Background: an optimization exercise with open tools, aiming at small area, a short achievable clock period and few clock cycles. Do not read the settings as production practice. Only simulation tests tie the RTL to the original design; equivalence was not proved.

==> run a: inputs <==
==> flow/design.v (excerpt) <==
module dcache #(
    parameter LINE_SIZE = 32,
    parameter CACHE_SIZE = 512,
    parameter XLEN = 32
) (
    input wire clk,
    input wire reset,
    input wire [XLEN-1:0] req_address,
    input wire [1:0] req_operation,
    input wire [1:0] req_size,
    input wire [XLEN-1:0] req_store_word,
    input wire req_valid,
    output wire [XLEN-1:0] req_loaded_word,
    output wire req_fulfilled,
    output wire [XLEN-1:0] hmem_req_address,
    output wire [1:0] hmem_req_operation,
    output wire [XLEN-1:0] hmem_req_store_word,
    output wire hmem_req_valid,
    input wire [XLEN-1:0] hmem_req_loaded_word,
    input wire hmem_req_fulfilled,
    output wire [XLEN-1:0] hit_value,
    output wire [XLEN-1:0] miss_value,
    output wire [XLEN-1:0] read_value,
    output wire [XLEN-1:0] write_value,
    output wire [XLEN-1:0] writeback_value
);
localparam [1:0] OP_STORE = 2'd0, OP_LOAD = 2'd1;
localparam [1:0] SZ_BYTE = 2'd0, SZ_HALF = 2'd1, SZ_WORD = 2'd2;
function automatic [2:0] first8(input [7:0] m);
    begin
        casez (m)
            8'b???????1: first8 = 3'd0;
            8'b??????10: first8 = 3'd1;
            8'b?????100: first8 = 3'd2;
            8'b????1000: first8 = 3'd3;
            8'b???10000: first8 = 3'd4;
            8'b??100000: first8 = 3'd5;
            8'b?1000000: first8 = 3'd6;
            default:     first8 = 3'd7;
        endcase
    end
endfunction
reg [22:0] tag_r [0:15];
reg [15:0] lv;
reg [15:0] ldirty;   
reg [127:0] V;    
reg [127:0] D;    
reg [3:0]  vset0, vset1;
reg [22:0] vtag0, vtag1;
reg [7:0]  vmask0, vmask1;
reg        st;         
reg        ful_q;      
reg [31:0] a_q;
reg [1:0]  op_q, sz_q;
reg [31:0] sd_q;
reg        hitfirst_q, wb_q, rdreq_q;
reg [31:0] rdata_q;
reg [31:0] fillw_q;
reg        sfire_q;    
reg        hm_valid, hm_write, hm_dem, hm_cancel;
reg        hm_nf;      
reg [1:0]  hm_kind;    
reg [29:0] hm_addr;
  ...
==> flow/config.mk <==
export PLATFORM = sky130hd
export DESIGN_NAME = dcache
export DESIGN_NICKNAME = dcache
export VERILOG_FILES = /design/flow/design.v
export SDC_FILE = /design/flow/constraint.sdc
export NUM_CORES = 8
export LEC_CHECK = 0
export CAP_MARGIN = 20
export CORE_MARGIN = 2
export CORE_UTILIZATION = 40
export CTS_BUF_LIST = sky130_fd_sc_hd__clkbuf_8
export CTS_CLUSTER_SIZE = 20
export PLACE_DENSITY = 0.55
export SETUP_SLACK_MARGIN = 0.2
export SLEW_MARGIN = 20
==> flow/constraint.sdc <==
create_clock -name core_clock -period 13.0 [get_ports {clk}]
set_input_delay 2.6000 -clock core_clock [delete_from_list [all_inputs] [get_ports {clk}]]
set_output_delay 2.6000 -clock core_clock [all_outputs]
set_load 0.01 [all_outputs]
standard.sh (not shown) runs the stock make flow with config.mk's settings and CLKGATE_MAP_FILE= SYNTH_SCRIPT=/design/flow/synth_recipe.tcl, a recipe that flattens the netlist after the stock synthesis.
==> flow/flow/run.sh <==
#!/bin/bash
# Layout flow: the standard synthesis unchanged, then the standard
# layout steps with a larger setup margin for ORFS's timing repair, so that
# repair_timing keeps shortening paths well below the clock period (the SDC
# and the clock period are not changed).  Each step's output goes to its own
# log file here; ORFS's own logs are under orfs/logs/.
set -euo pipefail
MARGIN=$(cat flow/margin.txt)
bash standard.sh synth > flow_synth.log 2>&1
sed -E 's/ SETUP_SLACK_MARGIN=[^ ]*//g; s/"\$\{@:-finish\}"/SETUP_SLACK_MARGIN='"$MARGIN"' "${@:-finish}"/' standard.sh > standard_margin.sh
bash standard_margin.sh finish > flow_layout.log 2>&1
==> flow/flow/margin.txt <==
8.0
==> run b: changes against run a <==
--- a/flow/design.v
+++ b/flow/design.v
@@ -77,24 +77,21 @@
 reg [7:0]  vmask0, vmask1;
 reg        st;         
 reg        ful_q;      
 reg [31:0] a_q;
 reg [1:0]  op_q, sz_q;
 reg [31:0] sd_q;
 reg        hitfirst_q, wb_q, rdreq_q;
 reg [31:0] rdata_q;
-reg [31:0] fillw_q;
-reg        sfire_q;    
 reg        hm_valid, hm_write, hm_dem, hm_cancel;
 reg        hm_nf;      
 reg [1:0]  hm_kind;    
 reg [29:0] hm_addr;
-reg [31:0] hm_wdata;   
-reg [31:0] hm_vbw;     
+reg [31:0] hm_wdata;
 reg        vb_valid;
 reg [29:0] vb_addr;
 reg [31:0] vb_data;
 reg        psb_valid;
 reg [6:0]  psb_slot;
 reg [22:0] psb_tag;
 reg [3:0]  psb_be;
 reg [31:0] psb_data;
@@ -118,25 +115,24 @@
     ls1 <= (req_size == SZ_BYTE) & (req_address[1:0] == 2'd1);
     ls2 <= ((req_size == SZ_HALF) & req_address[1]) |
            ((req_size == SZ_BYTE) & (req_address[1:0] == 2'd2));
     ls3 <= (req_size == SZ_BYTE) & (req_address[1:0] == 2'd3);
     hs1 <= (req_size == SZ_WORD) | ((req_size == SZ_HALF) & ~req_address[1]);
     hs3 <= (req_size == SZ_HALF) & req_address[1];
     wsel <= (req_size == SZ_WORD);
 end
-wire [31:0] ld_w = rdata_q | fillw_q;
-assign req_loaded_word[31:16] = {16{wsel}} & ld_w[31:16];
-assign req_loaded_word[15:8]  = ({8{hs1}} & ld_w[15:8]) | ({8{hs3}} & ld_w[31:24]);
-assign req_loaded_word[7:0]   = ({8{ls0}} & ld_w[7:0]) | ({8{ls1}} & ld_w[15:8]) |
-                                ({8{ls2}} & ld_w[23:16]) | ({8{ls3}} & ld_w[31:24]);
+assign req_loaded_word[31:16] = {16{wsel}} & rdata_q[31:16];
+assign req_loaded_word[15:8]  = ({8{hs1}} & rdata_q[15:8]) | ({8{hs3}} & rdata_q[31:24]);
+assign req_loaded_word[7:0]   = ({8{ls0}} & rdata_q[7:0]) | ({8{ls1}} & rdata_q[15:8]) |
+                                ({8{ls2}} & rdata_q[23:16]) | ({8{ls3}} & rdata_q[31:24]);
 assign hmem_req_valid = hm_valid;
 assign hmem_req_address = {hm_addr, 2'b00};
 assign hmem_req_operation = hm_write ? OP_STORE : OP_LOAD;
-assign hmem_req_store_word = hm_wdata | hm_vbw;
+assign hmem_req_store_word = hm_wdata;
 assign hit_value = c_hit;
 assign miss_value = c_miss;
 assign read_value = c_read;
 assign write_value = c_write;
 assign writeback_value = c_wb;
 wire [31:0] slot_q [0:127];
 wire        use_int = st & ~rdreq_q;
 reg        wcq_valid;
@@ -155,17 +151,17 @@
 wire [6:0]  a_slot = a_q[8:2];
 wire [6:0]  hm_slot = hm_addr[6:0];
 wire [3:0]  hm_set = hm_addr[6:3];
 wire [2:0]  hm_word = hm_addr[2:0];
 wire is_flush = op_q[1];
 wire is_load  = ~op_q[1] & op_q[0];
 wire is_store = ~op_q[1] & ~op_q[0];
 wire done      = hm_valid & hmem_req_fulfilled;
-wire store_now = sfire_q;
+wire store_now = st & ful_q & is_store;
 wire psb_aset  = psb_valid & (psb_slot[6:3] == a_q[8:5]);
 wire slow      = st & ~ful_q;
 wire [7:0] a_Vrow = V[a_set*8 +: 8];
 wire [7:0] a_Drow = D[a_set*8 +: 8];
 wire       lh     = lh_q;
 wire       Vl     = a_Vrow[a_word];
 wire       v0_live = |vmask0;
 wire       v1_live = |vmask1;
@@ -272,16 +268,17 @@
     if (req_operation[1])
         fast_in = ~vmatch_in & (~line_hit_in | ~anyd_in);
     else if (req_operation[0])
         fast_in = (line_hit_in & Vin) | inst0_vok;
     else
         fast_in = (line_hit_in & (Vin | ((req_size == SZ_WORD) & ~occ_in))) |
                   (inst0 & (req_size == SZ_WORD) & ~inst0_vslot) | topsb_in | inst0_vok;
 end
+wire [31:0] rd_in = byp_fill ? fill_word : p1_word;
 wire [7:0] c2mask = a_Drow & ~((hm_valid && hm_write && hm_kind == 2'd2 && hm_set == a_set) ? (8'd1 << hm_word) : 8'd0);
 wire [7:0] m0 = vmask0 & ~((hm_valid && hm_write && hm_kind == 2'd0) ? (8'd1 << hm_word) : 8'd0);
 wire [7:0] m1 = vmask1 & ~((hm_valid && hm_write && hm_kind == 2'd1) ? (8'd1 << hm_word) : 8'd0);
 wire rq_wait = slow & ~is_flush & lh & ~Vl;
 wire rq_e0 = rq_wait & v0_live & (vset0 == a_set) & m0[a_word];
 wire rq_e1 = rq_wait & v1_live & (vset1 == a_set) & m1[a_word];
 wire prefer1 = slow & (vset1 == a_set) & (|m1) & ~((vset0 == a_set) & (|m0));
 reg [3:0] cl_set;
@@ -375,53 +372,48 @@
         integer b;
         always @(posedge clk) begin
             for (b = 0; b < 4; b = b + 1)
                 if ((st_sel & st_be[b]) | fl_sel) q[b*8 +: 8] <= wbus[b*8 +: 8];
         end
         assign slot_q[g] = q;
     end
 endgenerate
-wire lsel_d = st ? (fill_mine | nf_mine) : byp_fill;
-always @(posedge clk) begin
-    rdata_q <= p1_word & ~{32{lsel_d}};
-    fillw_q <= fill_word & {32{lsel_d}};
-end
+always @(posedge clk)
+    rdata_q <= ~st ? rd_in : ((fill_mine | nf_mine) ? fill_word : p1_word);
 integer i;
 always @(posedge clk) begin
     if (reset) begin
         st <= 1'b0;
         ful_q <= 1'b0;
         rdreq_q <= 1'b0;
         lv <= 16'd0;
         vmask0 <= 8'd0;
         vmask1 <= 8'd0;
         hm_valid <= 1'b0;
         hm_cancel <= 1'b0;
         vb_valid <= 1'b0;
         psb_valid <= 1'b0;
         wcq_valid <= 1'b0;
-        sfire_q <= 1'b0;
         pf_set <= 4'd0;
         cl_set <= 4'd0;
         c_hit <= 32'd0;
         c_miss <= 32'd0;
         c_read <= 32'd0;
         c_write <= 32'd0;
         c_wb <= 32'd0;
     end else begin
         if (take_nx) begin
             hm_valid <= nx_valid;
             hm_write <= nx_write;
             hm_dem <= nx_dem;
             hm_nf <= nx_nf;
             hm_kind <= nx_kind;
             hm_addr <= nx_addr;
-            hm_wdata <= p1_word & ~{32{vb_cand}};
-            hm_vbw <= vb_data & {32{vb_cand}};
+            hm_wdata <= (nx_kind == 2'd3) ? vb_data : p1_word;
             hm_cancel <= (inst & nx_valid & (~nx_write | (nx_kind == 2'd2)) & ~nx_dem & (nx_addr[6:3] == i_set)) |
                          (store_now & ~topsb_q & ~nx_write & (nx_addr[6:0] == a_slot));
         end else begin
             hm_cancel <= hm_cancel | (inst & (~hm_write | (hm_kind == 2'd2)) & (hm_set == i_set)) |
                          (store_now & ~topsb_q & ~hm_write & (hm_slot == a_slot));
         end
         wcq_valid <= wc_valid;
         wcq_clean <= wc_clean;
@@ -473,31 +465,29 @@
                     vset1 <= i_set; vtag1 <= i_oldtag; vmask1 <= i_Drow;
                 end
             end
         end
         if (!st) begin
             if (req_valid) begin
                 st <= 1'b1;
                 ful_q <= fast_in;
-                sfire_q <= fast_in & (req_operation == OP_STORE);
                 a_q <= req_address;
                 op_q <= req_operation;
                 sz_q <= req_size;
                 sd_q <= req_store_word;
                 hitfirst_q <= line_hit_in;
                 wb_q <= inst0 & lv[in_set] & ldirty[in_set];
                 rdreq_q <= 1'b0;
                 topsb_q <= topsb_in;
                 lh_q <= line_hit_in | inst0;
             end
         end else if (ful_q) begin
             st <= 1'b0;
             ful_q <= 1'b0;
-            sfire_q <= 1'b0;
             if (is_store & topsb_q & fill_ok & (hm_slot == a_slot)) begin
                 D[a_slot] <= 1'b1;
             end else if (is_store & topsb_q) begin
                 psb_valid <= 1'b1;
                 psb_slot <= a_slot;
                 psb_tag <= a_tag;
                 psb_be <= st_be | ((psb_valid && psb_slot == a_slot) ? psb_be : 4'd0);
                 for (i = 0; i < 4; i = i + 1)
@@ -518,25 +508,23 @@
             end
         end else begin
             if (install_now) begin
                 wb_q <= lv[a_set] & ldirty[a_set];
                 lh_q <= 1'b1;
             end
             if ((fill_mine | nf_mine) & ~is_flush) begin
                 ful_q <= 1'b1;
-                sfire_q <= is_store;
             end else if (is_load & lh & Vl) begin
                 if (!rdreq_q) rdreq_q <= 1'b1;
                 else begin
                     rdreq_q <= 1'b0;
                     ful_q <= 1'b1;
                 end
             end else if (is_store & lh & (Vl | ((sz_q == SZ_WORD) & ~occ_l))) begin
                 ful_q <= 1'b1;
-                sfire_q <= 1'b1;
             end else if (is_flush & ~vmatch_l & ~(lh & (|a_Drow))) begin
                 ful_q <= 1'b1;
             end
         end
     end
 end
 endmodule
==> impl_metrics.json <==
{
  "hpwl_mm": 891,
  "grt_pass1_wl_mm": 1770,
  "synth_seq_cells": 5429,
  "cp_num_buf_inv": 9,
  "synth.area.mux_share_pct": 4.47,
  "synth_top_area_share_pct": 66.7,
  "power.density_nw_per_um2": 142,
  "n_all_inverters": 126,
  "clk_latency_ns": 1.55,
  "firstDrtPassIters": 17,
  "multi_input_cells": 9452,
  "ys_top_cells_by_count": "edfxtp_1 (5145), nand2_1 (1392), a22oi_1 (869)",
  "status": "finished with violations",
  "fin_area_um2": 286000,
  "cts_setup_buffers": 411,
  "so_faults": "antenna rules",
  "postRouteAntennaNets": 7,
  "dp_slack_ns": 3.97
}
# the run above: run a

==> impl_metrics.json <==
{
  "ys_top_cells_by_count": "edfxtp_1 (5113), nand2_1 (2140), a22oi_1 (2085)",
  "status": "complete, no violations",
  "dp_slack_ns": 4.42,
  "n_all_inverters": 125,
  "cp_num_buf_inv": 5,
  "firstDrtPassIters": 14,
  "synth_top_family_by_area": "compound AO/OA/AOI/OAI gates",
  "fin_area_um2": 282000,
  "cts_setup_buffers": 263,
  "multi_input_cells": 10040,
  "grt_pass1_wl_mm": 1690,
  "hpwl_mm": 863,
  "synth.area.mux_share_pct": 4.93,
  "avgSynthCellArea_um2": 13.8,
  "grt_usage_pct": 44.0,
  "power.density_nw_per_um2": 140,
  "clk_latency_ns": 1.56
}
# the run above: run b

Testbench counts of run a, summed over its fixed seeds: cycles 95,631.
Testbench counts of run b, summed over its fixed seeds: cycles 95,631.

[re-timing with driven ports]
No port has a modelled driver above. Below, the same layouts with a new extraction and two added sets of constraints. Step 1 (the two cells are an assumption about what drives the block):
set clk [get_ports {clk}]
set_driving_cell -lib_cell sky130_fd_sc_hd__clkbuf_16 $clk
set_driving_cell -lib_cell sky130_fd_sc_hd__buf_2 [delete_from_list [all_inputs] $clk]
Step 2 adds t to the input delays and takes it off the output delays; t is the mean of the earliest and latest rising clock arrival at the registers after step 1. Input paths then give back, and output paths get back, about the clock's delay inside the block. Slacks: no drivers / after step 1 / after step 2; pairs: no drivers / after step 1.
| run | t, ns | setup WS [ns] | worst hold slack (ns) | latest minus earliest clock arrival (ns) | worst data-port slew with drivers (ns) |
|---|---|---|---|---|---|
| run a | 1.599 | 7.518 / 7.448 / 5.849 | 0.414 / 0.414 / 0.414 | 0.207 / 0.208 | 0.33 |
| run b | 1.590 | 7.528 / 7.454 / 5.865 | 0.423 / 0.423 / 0.423 | 0.209 / 0.209 | 0.29 |
The setup slack of run a, which loses most, moves by -0.070 ns with the drivers and by -1.669 ns with both steps.
